This design comes from an exercise in tuning for small area on the open sky130 flow, not from production work. In this exercise RTL edits were held to simulation tests only and were not proved equivalent to the original. In every run shown here, the design's own scripts or RTL, not TritonCTS, make the clock network. The flow treats the clock pin as an ideal source. Dropping or thinning the clock tree relies on that and would not hold on a real chip. No activity file was given, so power comes from the tool's default toggle rates.

==> flow/design.v <==
module battleship (
    input            clk  ,
    input            rst  ,
    input            start,
    input      [1:0] X    ,
    input      [1:0] Y    ,
    input            pAb  ,
    input            pBb  ,
    output reg [7:0] disp0,
    output reg [7:0] disp1,
    output reg [7:0] disp2,
    output reg [7:0] disp3,
    output reg [7:0] led
);
  localparam PH_IDLE  = 3'd0;  
  localparam PH_SHOW  = 3'd1;  
  localparam PH_IN    = 3'd2;  
  localparam PH_ERR   = 3'd3;  
  localparam PH_SHOOT = 3'd4;  
  localparam PH_SINK  = 3'd5;  
  localparam PH_RWIN  = 3'd6;  
  localparam PH_WIN   = 3'd7;  
  localparam SSD_0    = 8'b00111111;
  localparam SSD_1    = 8'b00000110;
  localparam SSD_2    = 8'b01011011;
  localparam SSD_3    = 8'b01001111;
  localparam SSD_4    = 8'b01100110;
  localparam SSD_b    = 8'b01111100;
  localparam SSD_A    = 8'b01110111;
  localparam SSD_D    = 8'b01011110;
  localparam SSD_I    = 8'b00000110;
  localparam SSD_L    = 8'b00111000;
  localparam SSD_E    = 8'b01111001;
  localparam SSD_r    = 8'b01010000;
  localparam SSD_o    = 8'b01011100;
  localparam SSD_LINE = 8'b01000000;
  localparam LED_IDLE = 8'b10011001;
  reg [2:0]  ph;
  reg        pl;
  reg [4:0]  tu;
  reg [2:0]  tt;
  reg [15:0] mapA, mapB;
  reg [1:0]  cA, cB;     
  reg        Z;          
  reg        rwA, rwB;   
  reg        ns;         
  wire idle  = (ph == PH_IDLE) & ~pl;
  wire tc    = tt[2] & ~tt[1] & ~tu[4] & ~tu[0];   
  wire timed = ~(idle | (ph == PH_IN) | (ph == PH_SHOOT));
  wire btn   = pl ? pBb : pAb;
  wire [3:0] addr = {X, Y};
  wire show  = (ph == PH_SHOW);
  wire [3:0] waddr = show ? {tt[1:0], tu[1:0]} : addr;
  wire [15:0] dec = 16'd1 << waddr;
  wire rdA   = mapA[addr];
  wire rdB   = mapB[addr];
  wire own   = pl ? rdB : rdA;
  wire opp   = pl ? rdA : rdB;
  wire [1:0] cown = pl ? cB : cA;
  wire rwown = pl ? rwB : rwA;
  wire is4   = (cown == 2'd0) & Z;
  always @(posedge clk or posedge rst) begin
    if (rst) begin
      ph <= PH_IDLE;
      pl <= 1'b0;
    end else begin
      case (ph)
        PH_IDLE:
          if (~pl) begin
            if (start) ph <= PH_SHOW;
          end else if (tc) begin
            ph <= PH_SHOOT;
            pl <= ns;
          end
        PH_SHOW:
          if (tc) ph <= PH_IN;
        PH_IN:
          if (btn) begin
            if (own) ph <= PH_ERR;
            else if (cown == 2'd3) begin
              if (ns == pl) begin
                ph <= PH_SHOW;
                pl <= ~pl;
              end else begin
                ph <= PH_IDLE;
                pl <= 1'b1;
              end
            end
          end
        PH_ERR:
          if (tc) ph <= PH_IN;
        PH_SHOOT:
          if (btn) ph <= PH_SINK;
        PH_SINK:
          if (tc) begin
            if (is4) ph <= PH_RWIN;
            else begin
              ph <= PH_SHOOT;
              pl <= ~pl;
            end
          end
        PH_RWIN:
          if (tc) ph <= rwown ? PH_WIN : PH_SHOW;
        default: ;
      endcase
    end
  end
  wire wd   = (ph == PH_IN);
  wire weA  = ~pl ? (show | (wd & btn)) : ((ph == PH_SHOOT) & btn);
  wire weB  =  pl ? (show | (wd & btn)) : ((ph == PH_SHOOT) & btn);
  wire rwin_end = (ph == PH_RWIN) & tc;
  integer i;
  always @(posedge clk) begin
    if (timed & ~tc) begin
      tu <= {tu[3:0], ~tu[4]};
      if (tu[4] & ~tu[3]) tt <= {tt[1:0], ~tt[2]};
    end else begin
      tu <= 5'd0;
      tt <= 3'd0;
    end
    for (i = 0; i < 16; i = i + 1) begin
      if (weA & dec[i]) mapA[i] <= wd;
      if (weB & dec[i]) mapB[i] <= wd;
    end
    if (show) begin
      cA <= 2'd0;
      cB <= 2'd0;
    end else if (btn & (((ph == PH_IN) & ~own) | ((ph == PH_SHOOT) & opp))) begin
      if (pl) cB <= cB + 2'd1;
      else    cA <= cA + 2'd1;
    end
    if (ph == PH_SHOOT) Z <= opp;
    if (idle) begin
      rwA <= 1'b0;
      rwB <= 1'b0;
      ns  <= 1'b0;
    end else if (rwin_end) begin
      if (pl) rwB <= 1'b1;
      else    rwA <= 1'b1;
      ns <= pl;
    end
  end
  function [7:0] dig;
    input [2:0] v;
    case (v)
      3'd0: dig = SSD_0;
      3'd1: dig = SSD_1;
      3'd2: dig = SSD_2;
      3'd3: dig = SSD_3;
      default: dig = SSD_4;
    endcase
  endfunction
  wire hiph = (ph == PH_RWIN) | (ph == PH_WIN);
  wire [2:0] va = hiph ? {1'b0, rwA & ~pl, rwA ^ ~pl}
                       : {(ph == PH_SINK) & ~pl & is4, cA};
  wire [2:0] vb = hiph ? {1'b0, rwB & pl, rwB ^ pl}
                       : {(ph == PH_SINK) & pl & is4, cB};
  always @(*) begin
    disp3 = 8'd0;
    disp2 = 8'd0;
    disp1 = 8'd0;
    disp0 = 8'd0;
    led   = LED_IDLE;
    case (ph)
      PH_IDLE:
        if (~pl) begin
          disp3 = SSD_I; disp2 = SSD_D; disp1 = SSD_L; disp0 = SSD_E;
        end else begin
          disp2 = dig(va); disp1 = SSD_LINE; disp0 = dig(vb);
        end
      PH_SHOW:
        disp3 = pl ? SSD_b : SSD_A;
      PH_IN: begin
        disp1 = dig({1'b0, X});
        disp0 = dig({1'b0, Y});
        led   = pl ? {4'b0011, cB, 2'b01} : {2'b10, cA, 4'b0000};
      end
      PH_ERR: begin
        disp3 = SSD_E; disp2 = SSD_r; disp1 = SSD_r; disp0 = SSD_o;
      end
      PH_SHOOT: begin
        disp1 = dig({1'b0, X});
        disp0 = dig({1'b0, Y});
        led   = {~pl, 1'b0, cA, cB, 1'b0, pl};
      end
      PH_SINK: begin
        disp2 = dig(va); disp1 = SSD_LINE; disp0 = dig(vb);
        led   = {8{Z & ~tc}};
      end
      PH_RWIN: begin
        disp3 = pl ? SSD_b : SSD_A;
        disp2 = dig(va); disp1 = SSD_LINE; disp0 = dig(vb);
        led   = 8'hFF;
      end
      default: begin  
        disp3 = pl ? SSD_b : SSD_A;
        disp2 = dig(va); disp1 = SSD_LINE; disp0 = dig(vb);
        led = {~tt[2], tt[0], tt[1], tt[2], tt[2], tt[1], tt[0], ~tt[2]};
      end
    endcase
  end
endmodule
==> flow/flow/run.sh <==
#!/bin/bash
# Own layout flow: the standard ORFS flow (via the standard.sh) with
#  - area-oriented ABC mapping in synthesis: the logic that yosys's abc pass
#    extracts is mapped with every recipe in flow/recipes.txt (in parallel,
#    by flow/abc_par.sh) and the smallest result is read back; flip-flops are
#    mapped before ABC runs, so the registers are those of the standard
#    synthesis; the deepsyn recipes are time-limited, so results can vary
#    from run to run,
#  - no separate half-adder mapping (ABC maps the adders),
#  - minimum-size port buffers,
#  - a two-level clock tree (flow/clock.tcl, run after CTS): one clkbuf_4
#    root and three clkbuf_8 leaves, each driving a third of the flip-flops,
#  - one tie cell for all constant outputs.
set -euo pipefail
HERE=$PWD
cat > $HERE/my_synth.tcl <<'EOF'
proc abc {args} {
  set i [lsearch $args -script]
  set l [lsearch $args -liberty]
  set lib [lindex $args [expr {$l+1}]]
  set xargs {}
  for {set k 0} {$k < [llength $args]} {incr k} {
    if {[lindex $args $k] eq "-dont_use"} { lappend xargs -X [lindex $args [expr {$k+1}]] }
  }
  set W $::env(MY_FLOW_WORK)/abcrun
  file mkdir $W
  yosys design -save abc_pre
  set f [open $W/dump.abc w]
  puts $f "write_blif $W/pre.blif\nstrash\nmap"
  close $f
  yosys abc {*}[lreplace $args [expr {$i+1}] [expr {$i+1}] $W/dump.abc]
  yosys design -load abc_pre
  puts [exec bash $::env(MY_FLOW_DIR)/abc_par.sh $W $lib {*}$xargs 2>@1]
  set f [open $W/load.abc w]
  puts $f "read_blif $W/best.blif"
  close $f
  yosys abc {*}[lreplace $args [expr {$i+1}] [expr {$i+1}] $W/load.abc]
}
source $::env(MY_FLOW_WORK)/synth_recipe.tcl
EOF
export MY_FLOW_DIR=$HERE/flow MY_FLOW_WORK=$HERE
bash standard.sh SYNTH_SCRIPT=$HERE/my_synth.tcl \
  ADDER_MAP_FILE= SKIP_REPAIR_TIE_FANOUT=1 \
  POST_CTS_TCL=$HERE/flow/clock.tcl MY_CLOCK_ROOT=sky130_fd_sc_hd__clkbuf_4 MY_CLOCK_LEAF=sky130_fd_sc_hd__clkbuf_8 MY_CLOCK_LEAVES=3 \
  "BUFFER_PORTS_ARGS=-buffer_cell sky130_fd_sc_hd__buf_1" \
  "MIN_BUF_CELL_AND_PORTS=sky130_fd_sc_hd__buf_1 A X" \
  "CTS_ARGS=-sink_clustering_enable -repair_clock_nets -dont_use_dummy_load -buf_list sky130_fd_sc_hd__clkbuf_8 -root_buf sky130_fd_sc_hd__clkbuf_8" \
  ${FLOW_TARGET:-finish} > $HERE/standard_flow.log 2>&1
==> flow/flow/abc_par.sh <==
#!/bin/bash
# abc_par.sh WORKDIR LIB [-X cell ...]: maps WORKDIR/pre.blif (the logic that
# yosys's abc pass extracted) with every recipe in recipes.txt, NUM_CORES at
# a time, and copies the smallest mapped result to WORKDIR/best.blif.
set -u
W=$1; LIB=$2; shift 2
XARGS="$*"
HERE=$(dirname "$0")
N=${NUM_CORES:-4}
while read -r name body; do
  [ -z "$name" ] && continue
  while [ "$(jobs -rp | wc -l)" -ge "$N" ]; do sleep 1; done
  yosys-abc -c "read_lib $XARGS -w $LIB; read_blif $W/pre.blif; $body; write_blif $W/out_$name.blif; print_stats" > $W/abc_$name.log 2>&1 &
done < $HERE/recipes.txt
wait
best=""; besta=""
for f in $W/abc_*.log; do
  name=$(basename $f .log); name=${name#abc_}
  a=$(grep -o "area = *[0-9.]*" $f | tail -n 1 | grep -o "[0-9.]*$")
  [ -z "$a" ] && continue
  [ -s $W/out_$name.blif ] || continue
  echo "recipe $name: area $a"
  if [ -z "$besta" ] || awk "BEGIN{exit !($a < $besta)}"; then best=$name; besta=$a; fi
done
echo "best recipe $best: area $besta"
cp $W/out_$best.blif $W/best.blif
==> flow/flow/clock.tcl <==
# Replace the clock tree that CTS built with a two-level tree: one root
# buffer driving MY_CLOCK_LEAVES leaf buffers, each leaf driving one cluster
# of flip-flops (clusters by k-means on the placed positions, then
# balanced to at most ceil(sinks/leaves) flip-flops per leaf). Every
# register sees the clock through the same two buffer levels.
set block [ord::get_db_block]
set db [ord::get_db]
set root_master [$db findMaster $::env(MY_CLOCK_ROOT)]
set leaf_master [$db findMaster $::env(MY_CLOCK_LEAF)]
set K $::env(MY_CLOCK_LEAVES)
set clk_port_net [[$block findBTerm clk] getNet]
set old_bufs {}
set old_nets {}
set sinks {}
set todo [list $clk_port_net]
while {[llength $todo]} {
  set net [lindex $todo 0]
  set todo [lrange $todo 1 end]
  foreach it [$net getITerms] {
    if {[$it getIoType] ne "INPUT"} { continue }
    set inst [$it getInst]
    set m [[$inst getMaster] getName]
    if {[string match "*clkbuf*" $m] || [string match "*clkinv*" $m]} {
      lappend old_bufs $inst
      foreach ot [$inst getITerms] {
        if {[$ot isOutputSignal]} { lappend todo [$ot getNet]; lappend old_nets [$ot getNet] }
      }
    } else {
      lappend sinks $it
    }
  }
}
puts "clock.tcl: [llength $old_bufs] old clock buffers, [llength $sinks] sinks, $K leaves"
set pts {}
foreach it $sinks {
  set b [[$it getInst] getBBox]
  lappend pts [list [expr {([$b xMin] + [$b xMax]) / 2.0}] [expr {([$b yMin] + [$b yMax]) / 2.0}]]
}
# k-means, deterministic start: sinks sorted by angle around the centroid
set n [llength $pts]
set mx 0; set my 0
foreach p $pts { set mx [expr {$mx + [lindex $p 0]}]; set my [expr {$my + [lindex $p 1]}] }
set mx [expr {$mx / $n}]; set my [expr {$my / $n}]
set order [lsort -real -indices [lmap p $pts {expr {atan2([lindex $p 1] - $my, [lindex $p 0] - $mx)}}]]
set cent {}
for {set k 0} {$k < $K} {incr k} {
  set p [lindex $pts [lindex $order [expr {int(($k + 0.5) * $n / $K)}]]]
  lappend cent $p
}
for {set iter 0} {$iter < 50} {incr iter} {
  set assign {}
  foreach p $pts {
    set best 0; set bd 1e30
    for {set k 0} {$k < $K} {incr k} {
      set c [lindex $cent $k]
      set d [expr {abs([lindex $p 0] - [lindex $c 0]) + abs([lindex $p 1] - [lindex $c 1])}]
      if {$d < $bd} { set bd $d; set best $k }
    }
    lappend assign $best
  }
  set newc {}
  for {set k 0} {$k < $K} {incr k} {
    set sx 0; set sy 0; set c 0
    foreach p $pts a $assign { if {$a == $k} { set sx [expr {$sx + [lindex $p 0]}]; set sy [expr {$sy + [lindex $p 1]}]; incr c } }
    if {$c} { lappend newc [list [expr {$sx / $c}] [expr {$sy / $c}]] } else { lappend newc [lindex $cent $k] }
  }
  set cent $newc
}
# balance: assign sinks nearest-first with at most ceil(n/K) sinks per leaf
set cap [expr {($n + $K - 1) / $K}]
set pairs {}
set idx 0
foreach p $pts {
  for {set k 0} {$k < $K} {incr k} {
    set c [lindex $cent $k]
    lappend pairs [list [expr {abs([lindex $p 0] - [lindex $c 0]) + abs([lindex $p 1] - [lindex $c 1])}] $idx $k]
  }
  incr idx
}
set assign [lrepeat $n -1]
set fill [lrepeat $K 0]
foreach pr [lsort -real -index 0 $pairs] {
  lassign $pr d s k
  if {[lindex $assign $s] >= 0 || [lindex $fill $k] >= $cap} { continue }
  lset assign $s $k
  lset fill $k [expr {[lindex $fill $k] + 1}]
}
set newc {}
for {set k 0} {$k < $K} {incr k} {
  set sx 0; set sy 0; set c 0
  foreach p $pts a $assign { if {$a == $k} { set sx [expr {$sx + [lindex $p 0]}]; set sy [expr {$sy + [lindex $p 1]}]; incr c } }
  if {$c} { lappend newc [list [expr {$sx / $c}] [expr {$sy / $c}]] } else { lappend newc [lindex $cent $k] }
}
set cent $newc
foreach inst $old_bufs { odb::dbInst_destroy $inst }
foreach net [lsort -unique $old_nets] { odb::dbNet_destroy $net }
proc hook_buf {block master name in_net out_net x y} {
  set buf [odb::dbInst_create $block $master $name]
  foreach ot [$buf getITerms] {
    if {[[$ot getMTerm] getSigType] in {POWER GROUND}} { continue }
    if {[$ot isOutputSignal]} { $ot connect $out_net } elseif {[$ot isInputSignal]} { $ot connect $in_net }
  }
  $buf setLocation [expr {int($x)}] [expr {int($y)}]
  $buf setPlacementStatus PLACED
  return $buf
}
set rootnet [odb::dbNet_create $block clknet_root]
$rootnet setSigType CLOCK
hook_buf $block $root_master clkbuf_root $clk_port_net $rootnet $mx $my
for {set k 0} {$k < $K} {incr k} {
  set lnet [odb::dbNet_create $block clknet_leaf_$k]
  $lnet setSigType CLOCK
  set c [lindex $cent $k]
  hook_buf $block $leaf_master clkbuf_leaf_$k $rootnet $lnet [lindex $c 0] [lindex $c 1]
  set cnt 0
  foreach it $sinks a $assign { if {$a == $k} { $it disconnect; $it connect $lnet; incr cnt } }
  puts "clock.tcl: leaf $k at $c drives $cnt sinks"
}
detailed_placement
check_placement -verbose
estimate_parasitics -placement
report_clock_skew
==> flow/flow/recipes.txt <==
s1 strash; dch; map -a; mfs2; strash; dch; map -a
c1 strash; &get -n; &deepsyn -T 60 -S 1; &put; dch; map -a; mfs2; strash; dch; map -a; mfs2 -a; strash; &get -n; &deepsyn -T 60 -S 1; &put; dch; map -a; mfs2; strash; dch; map -a
c2 strash; &get -n; &deepsyn -T 60 -S 2; &put; dch; map -a; mfs2; strash; dch; map -a; mfs2 -a; strash; &get -n; &deepsyn -T 60 -S 2; &put; dch; map -a; mfs2; strash; dch; map -a
c3 strash; &get -n; &deepsyn -T 60 -S 3; &put; dch; map -a; mfs2; strash; dch; map -a; mfs2 -a; strash; &get -n; &deepsyn -T 60 -S 3; &put; dch; map -a; mfs2; strash; dch; map -a
c4 strash; &get -n; &deepsyn -T 60 -S 1; &put; dch; map -a; mfs2; strash; dch; map -a; strash; &get -n; &deepsyn -T 60 -S 2; &put; dch; map -a; mfs2; strash; dch; map -a
d4 strash; &get -n; &deepsyn -T 120 -S 4; &put; dch; map -a; mfs2; strash; dch; map -a
d5 strash; &get -n; &deepsyn -T 120 -S 7; &put; dch; map -a; mfs2; strash; dch; map -a
d6 strash; &get -n; &deepsyn -T 120 -S 8; &put; dch; map -a; mfs2; strash; dch; map -a
d7 strash; &get -n; &deepsyn -T 120 -S 13; &put; dch; map -a; mfs2; strash; dch; map -a
==> flow/standard.sh <==
#!/bin/bash
# synth_recipe.tcl (not shown) runs the flow's synth.tcl, then flattens the netlist and writes it again
# the make line also repeats each setting of config.mk as NAME=value (left out here)
make -C /OpenROAD-flow-scripts/flow DESIGN_CONFIG=/design/flow/config.mk WORK_HOME=/design/flow/orfs CLKGATE_MAP_FILE= SYNTH_SCRIPT=/design/flow/synth_recipe.tcl "${@:-finish}"
==> flow/config.mk <==
export PLATFORM = sky130hd
export DESIGN_NAME = battleship
export DESIGN_NICKNAME = battleship
export VERILOG_FILES = /design/flow/design.v
export SDC_FILE = /design/flow/constraint.sdc
export NUM_CORES = 4
export LEC_CHECK = 0
export ABC_AREA = 1
export CAP_MARGIN = 20
export CORE_MARGIN = 2
export CORE_UTILIZATION = 65
export SLEW_MARGIN = 20
==> flow/constraint.sdc <==
create_clock -name core_clock -period 10.0 [get_ports {clk}]
set_input_delay 2.0000 -clock core_clock [delete_from_list [all_inputs] [get_ports {clk}]]
set_output_delay 2.0000 -clock core_clock [all_outputs]
set_load 0.01 [all_outputs]
==> impl_metrics.env, run 1 <==
export IMPL_outcome="finished clean"
export IMPL_ys_flop_type="edfxtp_1"
export IMPL_antenna_cells=0
export IMPL_drtPass1Iterations=5
export IMPL_maxCapViolations=0
export IMPL_drt_antenna_violating_nets=0
export IMPL_critical_path_class="flip-flop to primary output"
export IMPL_worstHoldPathCells=2
export IMPL_ys_async_sr_fraction=0.0769
export IMPL_finClkSkew_ns=0.0159
export IMPL_synthSimpleGateAreaFrac=0.233
export IMPL_port_buffers=44
export IMPL_antenna_found_initial=0
export IMPL_fin_ws_ns=4.85
export IMPL_synth_edf_count=33
export IMPL_cp_required_ns=8.00
export IMPL_clock_sinks=52
export IMPL_grt_overflow_total=0
export IMPL_layout_min_cycle_time_ns=5.15
export IMPL_fp_row_count=23
export IMPL_first_global_vias=2251
export IMPL_combinationalPowerShare=0.415
export IMPL_switchingPower_uw=264
export IMPL_synth_common_cells="93 x nor2_1, 51 x clkinv_1, 46 x nand2_1"
export IMPL_intPower_uw=343
export IMPL_setup_viol=0
export IMPL_syn_area_sq_mm=0.00272
export IMPL_cp_arrival_ns=3.15
export IMPL_finalSetupTns_ns=0
export IMPL_start_util=0.675
export IMPL_drt_initial_drc_count=300
export IMPL_grt_max_degree=34
export IMPL_synth_most_common_cell="nor2_1"
export IMPL_path_clk_slew_ns=0.11
export IMPL_grt_setup_unrepaired="false"
export IMPL_groute_layer_met3_usage=0.0633
export IMPL_swShare=0.435
export IMPL_synth_compound_area_frac=0.165
export IMPL_syn_inst=348
export IMPL_dp_hpwl_mm=5.32
export IMPL_slew_headroom=0.443
export IMPL_grt_use_total=0.306
export IMPL_worstPathCellList="clkinv_1, nor2_1, nor2_1, clkinv_1, nor2_1, nor2_1, clkinv_1, nor2_1, clkinv_1, o21ai_0, clkinv_1, nand3_1, buf_1"
export IMPL_syn_nets=357
export IMPL_ys_warnings_count=1
export IMPL_synth_top_area_cell="edfxtp_1"
export IMPL_place_inst=437
export IMPL_max_freq_mhz=194
export IMPL_cp_end_kind="primary output"
export IMPL_synth_distinct_cells=27
export IMPL_syn2layout_area_growth_pct=9.75
export IMPL_clock_latency_ns=0.35
export IMPL_hold_violations=0
export IMPL_chipHeight_um=68.7
export IMPL_hold_worst_slack_ns=0.412
export IMPL_place_congestion=0.910
export IMPL_drc=0
export IMPL_synth_adder_area_share=0
export IMPL_start_kind="flip-flop"
export IMPL_dp_slack_ns=5.08
export IMPL_slowest_stage="dfrtp_1"
export IMPL_yosysTopAreaCellShare=0.364
export IMPL_io_pins=49
export IMPL_num_vias=2624
export IMPL_die_area_sq_mm=0.00472
export IMPL_power_density_mw_per_mm2=203
export IMPL_crit_fanout=9
export IMPL_use_met1=0.443
export IMPL_critPathMaxStageDelay_ns=0.58
export IMPL_yosys_top_cells_area="edfxtp_1 36%, nor2_1 13%, dfxtp_1 11%"
export IMPL_ir_drop_mv=0.146
export IMPL_fp_dieW_um=68.7
export IMPL_fillers=340
export IMPL_routed_wl_mm=6.95
export IMPL_core_area_sq_mm=0.00403
export IMPL_fin_nets=402
export IMPL_p_leak_nw=1.02
export IMPL_grt_pass1_wl_mm=10.6
export IMPL_post_route_period_util=0.515
export IMPL_final_core_util=0.741
export IMPL_synth_top_family_by_area="simple AND/OR/NAND/NOR gates"
export IMPL_avgSynthCellArea_sq_um=7.82
export IMPL_regArea_sq_mm=0.00139
export IMPL_worstMarginPinSlew_ns=0.833
export IMPL_top_usage_layer="met2"
export IMPL_ys_seq_elements=52
export IMPL_drv_slew=0
export IMPL_multi_input_area_sq_mm=0.00111
export IMPL_p_seq_frac=0.433
export IMPL_vias_per_cell=5.95
export IMPL_wl_per_cell_um=15.8
export IMPL_ys_seq_area_frac=0.511
export IMPL_final_instance_count_excl_fill=441
export IMPL_synth_xor_area_frac=0.00966
export IMPL_hold_path_class="flip-flop to flip-flop"
export IMPL_clkPwrFrac=0.152
export IMPL_synthMuxAreaShare=0
export IMPL_grtUsageMet2=0.470
export IMPL_worstRegToRegCells=12
export IMPL_drive_above_1_share=0.0230
## cell type report
| class | count | area share |
|---|---|---|
| Inverter | 51 | 0.0641 |
| Timing Repair Buffer | 46 | 0.0603 |
| Tap cell | 50 | 0.0209 |
| Buffer | 4 | 0.0163 |
| Sequential cell | 52 | 0.466 |
| Multi-Input combinational cell | 238 | 0.372 |
## worst max-delay path, delay by kind of cell (launching register included)
family	cells	cell delay, ns
buf+inv	6	0.86
flops	1	0.58
compound gates	1	0.33
simple gates	6	1.02
## cell usage in the layout, fill, tap and decap left out, types with 3 or more instances in the layout
| cell | netlist | final |
|---|---|---|
| nor2_1 | 93 | 93 |
| clkinv_1 | 51 | 51 |
| nand2_1 | 46 | 46 |
| buf_1 | 7 | 44 |
| edfxtp_1 | 33 | 33 |
| a21oi_1 | 32 | 32 |
| dfxtp_1 | 15 | 15 |
| o21ai_0 | 14 | 14 |
| nand3_1 | 11 | 11 |
| nor3_1 | 5 | 5 |
| a22oi_1 | 5 | 5 |
| o22ai_1 | 5 | 5 |
| o221ai_1 | 4 | 4 |
| dfrtp_1 | 4 | 4 |
| nor4_1 | 3 | 3 |
| xor2_1 | 3 | 3 |
| clkbuf_8 | 0 | 3 |
## cells by family (layout without fill, tap and decap cells)
logic type / count (synthesis) / in the layout
simple gates: 160 / 160
compound gates: 74 / 74
buf+inv: 58 / 101
flops: 52 / 52
xor+xnor: 3 / 3
other cells: 1 / 1
## through the flow
step | total power, mW | area [sq um]
final | 0.606 | 2990
after global routing | 0.649 | 2990
after detailed placement | 0.512 | 2940
after global placement | 0.508 | 2940
after floorplan | 0.431 | 2720
## layer usage
metal,up-vias,part of all wire,wire length (um)
met4,0,0.018,126
met2,148,0.44,3050
li1,1250,-,-
met3,14,0.11,744
met1,1212,0.44,3030
met5,-,0,0
## state kept, by name, indices dropped and copies added (netlist names), 2 cells and up
register,flops
tu,5
cA,2
ph,3
mapA,16
tt,3
cB,2
mapB,16
## power groups by stage
stage               sequential (mW)  combinational [mW]  clock (mW)
floorplan                     0.259               0.172           0
global placement              0.266               0.242           0
global route                  0.264               0.284       0.100
finish                        0.262               0.251      0.0924
detailed placement            0.266               0.246           0
## final timing paths
check,from,endpoint,slack (ns)
max,ph[1]$_DFFE_PP0P_,disp2[6],4.85
min,tu[2]$_SDFF_PN0_,tu[3]$_SDFF_PN0_,0.41
max reg2reg,ph[1]$_DFFE_PP0P_,pl$_DFFE_PP0P_,6.66
min reg2reg,tu[2]$_SDFF_PN0_,tu[3]$_SDFF_PN0_,0.41
max in group asynchronous,rst,pl$_DFFE_PP0P_,8.40
min in group asynchronous,rst,ph[2]$_DFFE_PP0P_,1.46
==> run 2, diff against run 1 <==
--- a/flow/design.v
+++ b/flow/design.v
@@ -39,4 +39,3 @@
   reg        pl;
-  reg [4:0]  tu;
-  reg [2:0]  tt;
+  reg [5:0]  timer;      
   reg [15:0] mapA, mapB;
@@ -47,3 +46,3 @@
   wire idle  = (ph == PH_IDLE) & ~pl;
-  wire tc    = tt[2] & ~tt[1] & ~tu[4] & ~tu[0];   
+  wire tc    = timer[5] & timer[4] & timer[1];   
   wire timed = ~(idle | (ph == PH_IN) | (ph == PH_SHOOT));
@@ -52,3 +51,3 @@
   wire show  = (ph == PH_SHOW);
-  wire [3:0] waddr = show ? {tt[1:0], tu[1:0]} : addr;
+  wire [3:0] waddr = show ? timer[3:0] : addr;
   wire [15:0] dec = 16'd1 << waddr;
@@ -113,9 +112,3 @@
   always @(posedge clk) begin
-    if (timed & ~tc) begin
-      tu <= {tu[3:0], ~tu[4]};
-      if (tu[4] & ~tu[3]) tt <= {tt[1:0], ~tt[2]};
-    end else begin
-      tu <= 5'd0;
-      tt <= 3'd0;
-    end
+    timer <= (timed & ~tc) ? timer + 6'd1 : 6'd0;
     for (i = 0; i < 16; i = i + 1) begin
@@ -152,2 +145,6 @@
   endfunction
+  wire ge10 = timer[5] | timer[4] | (timer[3] & (timer[2] | timer[1]));
+  wire ge20 = timer[5] | (timer[4] & (timer[3] | timer[2]));
+  wire ge30 = timer[5] | (timer[4] & timer[3] & timer[2] & timer[1]);
+  wire ge40 = timer[5] & (timer[4] | timer[3]);
   wire hiph = (ph == PH_RWIN) | (ph == PH_WIN);
@@ -197,3 +194,3 @@
         disp2 = dig(va); disp1 = SSD_LINE; disp0 = dig(vb);
-        led = {~tt[2], tt[0], tt[1], tt[2], tt[2], tt[1], tt[0], ~tt[2]};
+        led = {~ge30, ge10 & ~ge40, ge20 & ~tc, ge30, ge30, ge20 & ~tc, ge10 & ~ge40, ~ge30};
       end
--- a/flow/flow/run.sh
+++ b/flow/flow/run.sh
@@ -11,3 +11,3 @@
 #  - a two-level clock tree (flow/clock.tcl, run after CTS): one clkbuf_4
-#    root and three clkbuf_8 leaves, each driving a third of the flip-flops,
+#    root and four clkbuf_8 leaves, each driving a quarter of the flip-flops,
 #  - one tie cell for all constant outputs.
@@ -43,3 +43,3 @@
   ADDER_MAP_FILE= SKIP_REPAIR_TIE_FANOUT=1 \
-  POST_CTS_TCL=$HERE/flow/clock.tcl MY_CLOCK_ROOT=sky130_fd_sc_hd__clkbuf_4 MY_CLOCK_LEAF=sky130_fd_sc_hd__clkbuf_8 MY_CLOCK_LEAVES=3 \
+  POST_CTS_TCL=$HERE/flow/clock.tcl MY_CLOCK_ROOT=sky130_fd_sc_hd__clkbuf_4 MY_CLOCK_LEAF=sky130_fd_sc_hd__clkbuf_8 MY_CLOCK_LEAVES=4 \
   "BUFFER_PORTS_ARGS=-buffer_cell sky130_fd_sc_hd__buf_1" \
==> flow/flow/recipes.txt (replaced) <==
s1 strash; dch; map -a; mfs2; strash; dch; map -a
c1 strash; &get -n; &deepsyn -T 60 -S 1; &put; dch; map -a; mfs2; strash; dch; map -a; mfs2 -a; strash; &get -n; &deepsyn -T 60 -S 1; &put; dch; map -a; mfs2; strash; dch; map -a
c2 strash; &get -n; &deepsyn -T 60 -S 2; &put; dch; map -a; mfs2; strash; dch; map -a; mfs2 -a; strash; &get -n; &deepsyn -T 60 -S 2; &put; dch; map -a; mfs2; strash; dch; map -a
c3 strash; &get -n; &deepsyn -T 60 -S 3; &put; dch; map -a; mfs2; strash; dch; map -a; mfs2 -a; strash; &get -n; &deepsyn -T 60 -S 3; &put; dch; map -a; mfs2; strash; dch; map -a
e1 strash; &get -n; &deepsyn -T 60 -S 1; &put; dch; map -a; mfs2; strash; dch; map -a; mfs2 -a; strash; &get -n; &deepsyn -T 60 -S 1; &put; dch; map -a; mfs2; strash; dch; map -a; mfs2 -a; strash; &get -n; &deepsyn -T 60 -S 1; &put; dch; map -a; mfs2; strash; dch; map -a
e2 strash; &get -n; &deepsyn -T 60 -S 4; &put; dch; map -a; mfs2; strash; dch; map -a; mfs2 -a; strash; &get -n; &deepsyn -T 60 -S 4; &put; dch; map -a; mfs2; strash; dch; map -a; mfs2 -a; strash; &get -n; &deepsyn -T 60 -S 4; &put; dch; map -a; mfs2; strash; dch; map -a
a1 strash; &get -n; &deepsyn -T 60 -S 1; &put; dch; amap; mfs2 -a; strash; dch; map -a; mfs2 -a; strash; dch; map -a
a2 strash; &get -n; &deepsyn -T 60 -S 7; &put; dch; amap; mfs2 -a; strash; dch; map -a; mfs2 -a; strash; dch; map -a
==> run 2 against run 1 <==
Effect of this change:
- area after synthesis shrank 0.78%
- combinational power grew about 10%
- setup slack lost 1.2 ns
- via count grew 6.8%
- highest routed layer unchanged
- sequential share of layout area shrank 1.1 points
- critical endpoint unchanged
- clock skew grew 0.00073 ns
- largest cell class unchanged
- maximum frequency shrank 19%
- cell count grew 1.1%
- first-iteration DRC count grew 40%
- still clean on timing, DRC and antenna
- worst hold slack gained 0.047 ns
- clock power grew 15%
- critical path depth grew 2
==> impl_metrics.env, run 2 <==
export IMPL_drv_slew=0
export IMPL_p_seq_frac=0.423
export IMPL_synth_distinct_cells=27
export IMPL_yosys_top_cells_area="edfxtp_1 37%, nor2_1 13%, dfxtp_1 9.6%"
export IMPL_drt_initial_drc_count=421
export IMPL_max_freq_mhz=157
export IMPL_power_uw=663
export IMPL_worst_path_buf_inv=6
export IMPL_fp_row_count=23
export IMPL_synth_most_common_cell="nor2_1"
export IMPL_drt_antenna_violating_nets=0
export IMPL_avgSynthCellArea_sq_um=7.65
export IMPL_slowest_stage="dfrtp_1"
export IMPL_ir_drop_mv=0.173
export IMPL_critPathMaxStageDelay_ns=0.52
export IMPL_layout_min_cycle_time_ns=6.35
export IMPL_drc=0
export IMPL_fin_ws_ns=3.65
export IMPL_vias_per_cell=6.28
export IMPL_antenna_found_initial=0
export IMPL_synth_common_cells="91 x nor2_1, 49 x clkinv_1, 43 x nand2_1"
export IMPL_drive_above_1_share=0.0202
export IMPL_fillers=316
export IMPL_dp_hpwl_mm=5.64
export IMPL_intPower_uw=366
export IMPL_first_global_vias=2428
export IMPL_start_util=0.675
export IMPL_grt_overflow_total=0
export IMPL_worstMarginPinSlew_ns=0.806
export IMPL_drtPass1Iterations=8
export IMPL_syn_area_sq_mm=0.00270
export IMPL_hold_path_class="flip-flop to flip-flop"
export IMPL_rr_startpoint="ph[2]$_DFFE_PP0P_"
export IMPL_yosysTopAreaCellShare=0.367
export IMPL_ys_seq_area_frac=0.500
export IMPL_p_leak_nw=1.01
export IMPL_path_clk_slew_ns=0.10
export IMPL_outcome="finished clean"
export IMPL_dp_slack_ns=4.26
export IMPL_start_kind="flip-flop"
export IMPL_worstPathCellList="clkinv_1, nor2_1, nor2_1, nand2_1, clkinv_1, nor2_1, clkinv_1, nor2_1, clkinv_1, nor2_1, clkinv_1, o21ai_0, nor2_1, xnor2_1, buf_1"
export IMPL_dpl_cell_area_sq_mm=0.00291
export IMPL_cp_required_ns=8.00
export IMPL_cp_common_cell="nor2_1"
export IMPL_crit_fanout=9
export IMPL_layout_commonest_cell="nor2_1"
export IMPL_clock_sinks=50
export IMPL_power_density_mw_per_mm2=223
export IMPL_ys_warnings_count=1
export IMPL_chipHeight_um=68.5
export IMPL_setup_viol=0
export IMPL_worstHoldPathCells=1
export IMPL_die_area_sq_mm=0.00469
export IMPL_synth_top_area_cell="edfxtp_1"
export IMPL_num_vias=2802
export IMPL_post_route_period_util=0.635
export IMPL_wl_per_cell_um=17.6
export IMPL_hp_start="timer[0]$_SDFF_PN0_"
export IMPL_finalSetupTns_ns=0
export IMPL_switchingPower_uw=296
export IMPL_routed_wl_mm=7.83
export IMPL_rrSetupSlack_ns=6.30
export IMPL_path_delay_family="simple AND/OR/NAND/NOR gates"
export IMPL_core_area_sq_mm=0.00400
export IMPL_grt_setup_unrepaired="false"
export IMPL_grt_pass1_wl_mm=12.0
export IMPL_grt_max_degree=34
export IMPL_reg_top3="mapA: 16 flops, mapB: 16 flops, timer: 6 flops"
export IMPL_synth_edf_count=33
export IMPL_hold_violations=0
export IMPL_worstReg2RegEnd="timer[2]$_SDFF_PN0_"
export IMPL_cp_end_kind="primary output"
export IMPL_swShare=0.447
export IMPL_finClkSkew_ns=0.0166
export IMPL_ys_flop_type="edfxtp_1"
export IMPL_place_congestion=0.963
export IMPL_fin_nets=407
export IMPL_grt_use_total=0.353
export IMPL_clock_latency_ns=0.37
export IMPL_most_common_layout_cells="91 x nor2_1, 49 x clkinv_1, 44 x buf_1"
export IMPL_ys_seq_elements=50
export IMPL_critical_path_class="flip-flop to primary output"
export IMPL_antenna_cells=0
export IMPL_syn_nets=362
export IMPL_syn2layout_area_growth_pct=10.1
export IMPL_combinationalPowerShare=0.417
export IMPL_syn_inst=353
export IMPL_clkPwrFrac=0.160
export IMPL_min_to="timer[0]$_SDFF_PN0_"
export IMPL_port_buffers=44
export IMPL_io_pins=49
export IMPL_fp_dieW_um=68.5
export IMPL_finalInstanceArea_sq_mm=0.00297
export IMPL_ys_async_sr_fraction=0.0800
export IMPL_maxCapViolations=0
export IMPL_worstRegToRegCells=12
export IMPL_slew_headroom=0.457
export IMPL_cp_arrival_ns=4.35
[run 2: changes by cell type in the layout (fill, tap and decap cells not counted), moves of 3 or more]
cell	change
nor3_1	+7
o21ai_0	+9
nand3_1	-3
nand2_1	-3
xor2_1	-3
o221ai_1	-3
o22ai_1	+3
a31oi_1	+5
[run 2: cells by family after synthesis]
logic type,Yosys count,synth area share
and+or+nand+nor,160,0.237
xor gates and xnor gates,1,0.00324
AOI/OAI and AO/OA,85,0.180
other,1,0.00139
DFF,50,0.500
buffers and inverters,56,0.0779
[run 2: layout make-up]
type	instances	area [sq um]	area share
Buffer	5	62.6	0.0211
Inverter	49	184	0.0619
Multi-Input combinational cell	247	1140	0.383
Sequential cell	50	1350	0.455
Tap cell	50	62.6	0.0211
Timing Repair Buffer	45	173	0.0581
[run 2: metal layers]
layer  global-route usage  vias up  wire length [um]
met4                0.113        0               222
met5                    0        -                 0
met3               0.0559       31              1120
met2                0.535      238              3460
met1                0.518     1245              3020
li1                     -     1288                 -
[run 2: how the worst max path moves through the flow]
stage                      startpoint        to  slack [ns]  cells past startpoint
finish              ph[2]$_DFFE_PP0P_  disp2[6]        3.65                     15
global route        ph[1]$_DFFE_PP0P_  disp2[6]        3.42                     15
detailed placement  ph[2]$_DFFE_PP0P_  disp2[6]        4.26                     15
global placement    ph[1]$_DFFE_PP0P_  disp2[6]        4.04                     15
floorplan           ph[1]$_DFFE_PP0P_  disp2[6]        4.96                     14
[run 2: metrics by stage]
stage | utilization | hold WS (ns) | cells
floorplan | - | 0.417 | 353
detailed placement | 0.727 | 0.453 | 441
global placement | 0.727 | 0.431 | 441
finish | 0.743 | 0.459 | 446
global route | 0.743 | 0.482 | 446
[run 2: power by group through the flow]
stage / clock network [mW] / registers (mW) / logic (mW)
5_1_grt: 0.112 / 0.284 / 0.303
3_3_place_gp: 0 / 0.284 / 0.258
2_1_floorplan: 0 / 0.276 / 0.187
3_5_place_dp: 0 / 0.284 / 0.262
6_report: 0.106 / 0.280 / 0.276
[run 2: worst reg2reg max path, cell delays in order, from the launching register on]
cell and delay (ns):
dfrtp_1 0.52, clkinv_1 0.27, nor2_1 0.28, nor2_1 0.09, nand2_1 0.31, clkinv_1 0.39
nor2_1 0.29, clkinv_1 0.09, nor2_1 0.18, clkinv_1 0.11, nor2_1 0.43, o21ai_0 0.41
nor3_1 0.23

[separate check: timing with driven ports]
No port has a modelled driver above. Below, the same layouts with a new extraction and two added sets of constraints.
Step 1 (the two cells are an assumption about what drives the block):
set clk [get_ports {clk}]
set_driving_cell -lib_cell sky130_fd_sc_hd__clkbuf_16 $clk
set_driving_cell -lib_cell sky130_fd_sc_hd__buf_2 [delete_from_list [all_inputs] $clk]
Step 2 adds t to the input delays and takes it off the output delays; t is the mean of the earliest and latest rising clock arrival at the registers after step 1. Input paths then give back, and output paths get back, about the clock's delay inside the block.
Slacks: ideal / step 1 / step 2; pairs: ideal / step 1.
run | t (ns) | slack for setup (ns) | hold WS [ns]
run 1 | 0.370 | 4.854 / 4.828 / 5.039 | 0.412 / 0.412 / 0.412
run 2 | 0.388 | 3.649 / 3.623 / 4.011 | 0.459 / 0.459 / 0.459
After both steps every run listed still meets setup and hold.
